This design comes from an exercise in tuning for small area, a short achievable clock period and few clock cycles per item on the open sky130 flow, not from production work.
Where RTL was checked, it was by simulation tests only, not by an equivalence proof against the original.
Power is estimated from default activity; no workload was simulated.

// ALU_top
module ALU_top(
    input soc_clk,
    input reset,
    input [31:0] ALU_dat1,
    input [31:0] ALU_dat2,
    input [5:0] Instruction_from_CU,
    output ALU_overflow,
    output ALU_con_met,
    output ALU_zero,
    output ALU_err,
    output ALU_ready,
    output [31:0] ALU_out,
    output ALU_accept
);
export LEC_CHECK = 0
export CAP_MARGIN = 20
export CORE_MARGIN = 2
export CORE_UTILIZATION = 40
export SLEW_MARGIN = 20
create_clock -name core_clock -period 14.0 [get_ports {soc_clk}]
standard.sh (not shown) runs the stock make flow with config.mk's settings and CLKGATE_MAP_FILE= SYNTH_SCRIPT=/design/flow/synth_recipe.tcl, a recipe that flattens the netlist after the stock synthesis.
==> flow/flow/run.sh <==
#!/bin/bash
# Standard ORFS layout (the standard.sh), with plain buf_2 port buffers and a
# setup margin so that the repair steps size the logic for a shorter period.
set -euo pipefail
bash standard.sh "BUFFER_PORTS_ARGS=-buffer_cell sky130_fd_sc_hd__buf_2" SETUP_SLACK_MARGIN=9.0 finish > standard.log 2>&1
Testbench counts at the start, summed over its fixed seeds: cycles 24,000, items 12,000.
Next try:
==> flow/flow/run.sh (replaced) <==
#!/bin/bash
# Standard ORFS layout (the standard.sh), with plain buf_2 port buffers and a
# setup margin so that the repair steps size the logic for a shorter period.
set -euo pipefail
bash standard.sh "BUFFER_PORTS_ARGS=-buffer_cell sky130_fd_sc_hd__buf_2" SETUP_SLACK_MARGIN=8.5 finish > standard.log 2>&1
=> Cell area went down by a little under a tenth. Wire length went down by a few percent. Via count went down by a few percent.

---

run 1:
Another version of the RTL of ALU_top (not shown whole).
For scale: about 1000 cells after synthesis, about 35 flip-flops, about 110 I/O pins, about 5700 um^2 of cells after synthesis.
==> flow/config.mk <==
export PLATFORM = sky130hd
export DESIGN_NAME = ALU_top
export DESIGN_NICKNAME = ALU_top
export VERILOG_FILES = /design/flow/design.v
export SDC_FILE = /design/flow/constraint.sdc
export NUM_CORES = 4
export LEC_CHECK = 0
export ABC_AREA = 1
export CAP_MARGIN = 20
export CORE_MARGIN = 2
export CORE_UTILIZATION = 60
export SLEW_MARGIN = 20
==> flow/constraint.sdc <==
create_clock -name core_clock -period 14.0 [get_ports {soc_clk}]
set_input_delay 2.8000 -clock core_clock [delete_from_list [all_inputs] [get_ports {soc_clk}]]
set_output_delay 2.8000 -clock core_clock [all_outputs]
set_load 0.01 [all_outputs]
==> flow/flow/run.sh <==
#!/bin/bash
# Standard ORFS layout (the standard.sh), with plain buf_2 port buffers and a
# setup margin so that the repair steps size the logic for a shorter period.
set -euo pipefail
bash standard.sh "BUFFER_PORTS_ARGS=-buffer_cell sky130_fd_sc_hd__buf_2" SETUP_SLACK_MARGIN=7.0 finish > standard.log 2>&1
Run 1 | status: complete | timing, DRC, antenna: pass
Testbench counts of run 1, summed over its fixed seeds: cycles 24,000, items 12,000.
diff inputs: run 1 => run 2
# run 1
export LEC_CHECK = 0
export ABC_AREA = 1
export CAP_MARGIN = 20
export CORE_MARGIN = 2
export CORE_UTILIZATION = 60
export SLEW_MARGIN = 20
create_clock -name core_clock -period 14.0 [get_ports {soc_clk}]
# run 2
export LEC_CHECK = 0
export ABC_AREA = 1
export CAP_MARGIN = 20
export CORE_MARGIN = 2
export CORE_UTILIZATION = 40
export SLEW_MARGIN = 20
create_clock -name core_clock -period 14.0 [get_ports {soc_clk}]
==> flow/flow/run.sh <==
#!/bin/bash
# Standard ORFS layout (the standard.sh), with plain buf_2 port buffers and a
# setup margin so that the repair steps size the logic for a shorter period.
set -euo pipefail
bash standard.sh "BUFFER_PORTS_ARGS=-buffer_cell sky130_fd_sc_hd__buf_2" SETUP_SLACK_MARGIN=8.0 finish > standard.log 2>&1
### Flow results
Run 2 reports a lower delay contributed by the slowest stage of the critical path than run 1 does.
Post-synthesis to final-layout area growth for run 2 is higher than for run 1.
Comparing run 1 and run 2, the lower sequential share of layout area is on run 2.
Clock transition time at the flip-flop clock pins of the worst setup and hold paths delta for run 2 relative to run 1: 0.03 ns lower
Run 1 -> run 2: part of the Yosys area used for sequential elements delta 0, exact match
Compared with run 1, placement density in the core of run 2 is lower.
Re aggregate global routing overflow: no difference whatsoever between run 1 and run 2.
[diff] final worst setup slack, run 2 relative to run 1: improvement
Sort run 1 and run 2 by detailed-route wire length desc -> top: run 2
Summary of run 2 over run 1: worst relative slew slack fell by 1.1 points; worst hold slack moved down.
diff inputs: run 2 => run 3
# run 2
export LEC_CHECK = 0
export ABC_AREA = 1
export CAP_MARGIN = 20
export CORE_MARGIN = 2
export CORE_UTILIZATION = 40
export SLEW_MARGIN = 20
create_clock -name core_clock -period 14.0 [get_ports {soc_clk}]
# run 3
export LEC_CHECK = 0
export ABC_AREA = 1
export CAP_MARGIN = 20
export CORE_MARGIN = 2
export CORE_UTILIZATION = 60
export SLEW_MARGIN = 20
create_clock -name core_clock -period 14.0 [get_ports {soc_clk}]
==> flow/flow/run.sh <==
#!/bin/bash
# Standard ORFS layout (the standard.sh), with plain buf_2 port buffers, a
# setup margin so that the repair steps size the logic for a shorter period,
# and clock tree synthesis without dummy balancing loads.
set -euo pipefail
bash standard.sh "BUFFER_PORTS_ARGS=-buffer_cell sky130_fd_sc_hd__buf_2" SETUP_SLACK_MARGIN=7.9 \
  "CTS_ARGS=-sink_clustering_enable -repair_clock_nets -dont_use_dummy_load" finish > standard.log 2>&1
--- outcome ---
The worst setup slack number comes out lower for run 3 vs run 2.
Against run 2, worst slew margin relative to its limit in run 3 came out better.
Required arrival time at the worst endpoint, run 2 and run 3: lower on run 2
As far as post-synthesis compound-gate area fraction goes, run 2 and run 3 are indistinguishable; the numbers are identical.
Number of nets in the finished design down 4 in run 3 wrt run 2
Power for run 3 is lower than for run 2.
Input-level comparison between run 4 and run 3:
==> flow/flow/run.sh <==
#!/bin/bash
# The standard ORFS layout (standard.sh) with these changes:
# - plain buf_2 port buffers (every port is still buffered);
# - a setup margin so that the repair steps size the logic for a shorter period;
# - clock tree synthesis without dummy balancing loads;
# - power recovery on half the paths after global routing (downsizes gates
#   that have slack to spare).
# Synthesis is the standard one. The full make output goes to standard.log.
set -euo pipefail
bash standard.sh "BUFFER_PORTS_ARGS=-buffer_cell sky130_fd_sc_hd__buf_2" SETUP_SLACK_MARGIN=8.3 RECOVER_POWER=50 \
  "CTS_ARGS=-sink_clustering_enable -repair_clock_nets -dont_use_dummy_load" finish > standard.log 2>&1
==> summary.txt <==
- Run 4 reached the final stage; the timing, DRC and antenna checks on its layout passed.
- Changes observed in run 4 relative to run 3: upper clock frequency limit up about 3%; met3 track utilization from global routing down 0.82 points; global-route wire length before repair up about 0.5%; worst endpoint data arrival time down 0.14 ns; met3 wirelength from detailed routing up 470 um.
- Inverter count: run 4 > run 3
- Summary of run 4 over run 3: fill cell instance count of the final layout has decreased; part of the cycle the worst path needs has decreased; tightest slew margin relative to the limit has increased.
What run 5 does differently from run 4 at the input level:
==> flow/flow/run.sh <==
#!/bin/bash
# Standard ORFS layout (the standard.sh), with plain buf_2 port buffers, a
# setup margin so that the repair steps size the logic for a shorter period,
# and clock tree synthesis without dummy balancing loads.
set -euo pipefail
bash standard.sh "BUFFER_PORTS_ARGS=-buffer_cell sky130_fd_sc_hd__buf_2" SETUP_SLACK_MARGIN=8.5 RECOVER_POWER=100 \
  "CTS_ARGS=-sink_clustering_enable -repair_clock_nets -dont_use_dummy_load" finish > standard.log 2>&1
Results
Ran to the end and failed final checks on capacitance limit, slew limit: run 5. Sort run 5 and run 4 by final cell count asc -> top: run 4. Run 5 against run 4: clock share of power went down; sequential group share of total power went down; final design area excluding fillers went up; setup slack went down.

---

ALU_top, a different RTL version from the one above (not shown whole).
Size: roughly 35 flip-flops, about 110 I/O pins.
export LEC_CHECK = 0
export CAP_MARGIN = 20
export CORE_MARGIN = 2
export CORE_UTILIZATION = 40
export SLEW_MARGIN = 20
create_clock -name core_clock -period 14.0 [get_ports {soc_clk}]
==> flow/flow/run.sh <==
#!/bin/bash
# Standard ORFS layout (the standard.sh), with plain buf_2 port buffers and a
# setup margin so that the repair steps size the logic for a shorter period.
set -euo pipefail
bash standard.sh "BUFFER_PORTS_ARGS=-buffer_cell sky130_fd_sc_hd__buf_2" SETUP_SLACK_MARGIN=8.5 finish > standard.log 2>&1
Edit:
Settings changed: ABC_AREA set to 1.
Outcome:
- The new run passed the timing, DRC and antenna checks
- clock-buffer cell count climbs by 1
- area after synthesis climbs slightly
- clock power decreases by a quarter to a third
- design area fell by roughly a tenth
- fmax grows by roughly a tenth
- sequential cell count stays the same
- via count rises by roughly a tenth
- critical path depth went up by 5
- combinational power shrinks by about a fifth
- power came out lower by about a fifth
- hold slack gets worse by 0.0041 ns
Function was not checked in any run of this note: the RTL went through the layout flow alone.

---

Another version of the RTL of ALU_top (not shown whole).
Size in the first run: roughly 1000 cells after synthesis, about 35 flip-flops, roughly 5800 um^2 of cells after synthesis.
clock: 14.0 ns
lec_check: 0
abc_area: 1
cap_margin: 20
core_margin: 2
core_utilization: 60
slew_margin: 20
==> flow/flow/run.sh <==
#!/bin/bash
# Standard ORFS layout (the standard.sh), with plain buf_2 port buffers, a
# setup margin so that the repair steps size the logic for a shorter period,
# and clock tree synthesis without dummy balancing loads.
set -euo pipefail
bash standard.sh "BUFFER_PORTS_ARGS=-buffer_cell sky130_fd_sc_hd__buf_2" SETUP_SLACK_MARGIN=8.15 \
  "CTS_ARGS=-sink_clustering_enable -repair_clock_nets -dont_use_dummy_load" finish > standard.log 2>&1
Change:
==> flow/flow/run.sh (replaced) <==
#!/bin/bash
# Standard ORFS layout (the standard.sh), with plain buf_2 port buffers and a
# setup margin so that the repair steps size the logic for a shorter period.
set -euo pipefail
bash standard.sh "BUFFER_PORTS_ARGS=-buffer_cell sky130_fd_sc_hd__buf_2" SETUP_SLACK_MARGIN=8.5 finish > standard.log 2>&1
CORE_UTILIZATION = 40   (was 60)
Effect: Worst hold slack is better by 3.7 ps. Worst setup slack is better by 280 ps. Fmax is higher by 5.1%. Routed wire length is higher by 9.3%. Synthesized cell count stays the same. Design area is higher by 8.9%. Die area is higher by 48%. Global-route usage is lower by 9.3 points. Non-clock buffer count is higher by 21. Via count barely changes.
Change:
==> flow/flow/run.sh (replaced) <==
#!/bin/bash
# The standard ORFS layout (standard.sh) with these changes:
# - synthesis leaves adders to ABC instead of extracting half/full-adder cells
#   (ADDER_MAP_FILE empty); everything else in synthesis is the standard script,
#   so the registers and their names are the standard synthesis's;
# - plain buf_2 port buffers;
# - a setup margin so that the repair steps size the logic for a shorter period;
# - clock tree synthesis without dummy balancing loads.
set -euo pipefail
bash standard.sh ADDER_MAP_FILE= "BUFFER_PORTS_ARGS=-buffer_cell sky130_fd_sc_hd__buf_2" SETUP_SLACK_MARGIN=8.0 \
  "CTS_ARGS=-sink_clustering_enable -repair_clock_nets -dont_use_dummy_load" finish > standard.log 2>&1
CORE_UTILIZATION = 60   (was 40)
=>
- The new run finished with timing, DRC and antenna clean
- combinational power is lower by 14%
- total power is lower by about 19%
- die area is lower by 27%
- sequential cell count does not change
Change:
==> flow/flow/run.sh (replaced) <==
#!/bin/bash
# Standard ORFS layout (the standard.sh), with plain buf_2 port buffers, a
# setup margin so that the repair steps size the logic for a shorter period,
# and clock tree synthesis without dummy balancing loads.
set -euo pipefail
bash standard.sh "BUFFER_PORTS_ARGS=-buffer_cell sky130_fd_sc_hd__buf_2" SETUP_SLACK_MARGIN=8.0 \
  "CTS_ARGS=-sink_clustering_enable -repair_clock_nets -dont_use_dummy_load" finish > standard.log 2>&1
Result:
- core utilization grows by 1.7 points
- cell area drops by 6.9%
- clock power rises by 3.8%
- hold slack improves by 3.0 ps
- routed wire length fell by 13%
- via count goes down by 12%
- first-iteration DRC count went down by 19%
- worst setup slack gains 130 ps
- die area decreases by 7.7%
- final cell count came out lower by 14%
- clock-buffer cell count does not change
No functional check of the RTL was part of any run of this note.

-- what the ideal ports hide --
Ports are ideal in the flow. The routed layouts listed here were re-timed in OpenROAD. Step 1: set_driving_cell puts a clkbuf_16 on soc_clk and a buf_2 on each other input, an assumption about the parent block. Step 2 moves the port delays by t, midway between the first and last clock arrival at a register: inputs arrive t later, outputs are due t later. That takes back most of the time a late clock gives input paths. Slacks: no drivers / after step 1 / after step 2; pairs: no drivers / after step 1.
run | t, ns | setup WS [ns] | pins driven straight from the clock port
the first run of note 1 | 0.306 | 7.849 / 7.821 / 7.514 | 1
the second run of note 1 | 0.312 | 7.930 / 7.919 / 7.607 | 1
run 1 | 0.320 | 7.850 / 7.856 / 7.536 | 1
run 2 | 0.319 | 8.254 / 8.270 / 7.951 | 1
run 3 | 0.316 | 8.209 / 8.217 / 7.901 | 1
run 4 | 0.315 | 8.374 / 8.341 / 8.026 | 1
run 5 | 0.318 | 5.886 / 5.896 / 5.578 | 1
the first run of note 3 | 0.327 | 7.902 / 7.893 / 7.567 | 1
the second run of note 3 | 0.323 | 8.423 / 8.427 / 8.104 | 1
the first run of note 4 | 0.327 | 8.330 / 8.354 / 8.027 | 1
the second run of note 4 | 0.328 | 8.607 / 8.628 / 8.300 | 1
the third run of note 4 | 0.318 | 8.148 / 8.155 / 7.838 | 1
the fourth run of note 4 | 0.327 | 8.274 / 8.294 / 7.967 | 1
The setup slack of run 4, which loses most, moves by -0.033 ns with the drivers and by -0.348 ns with both steps.
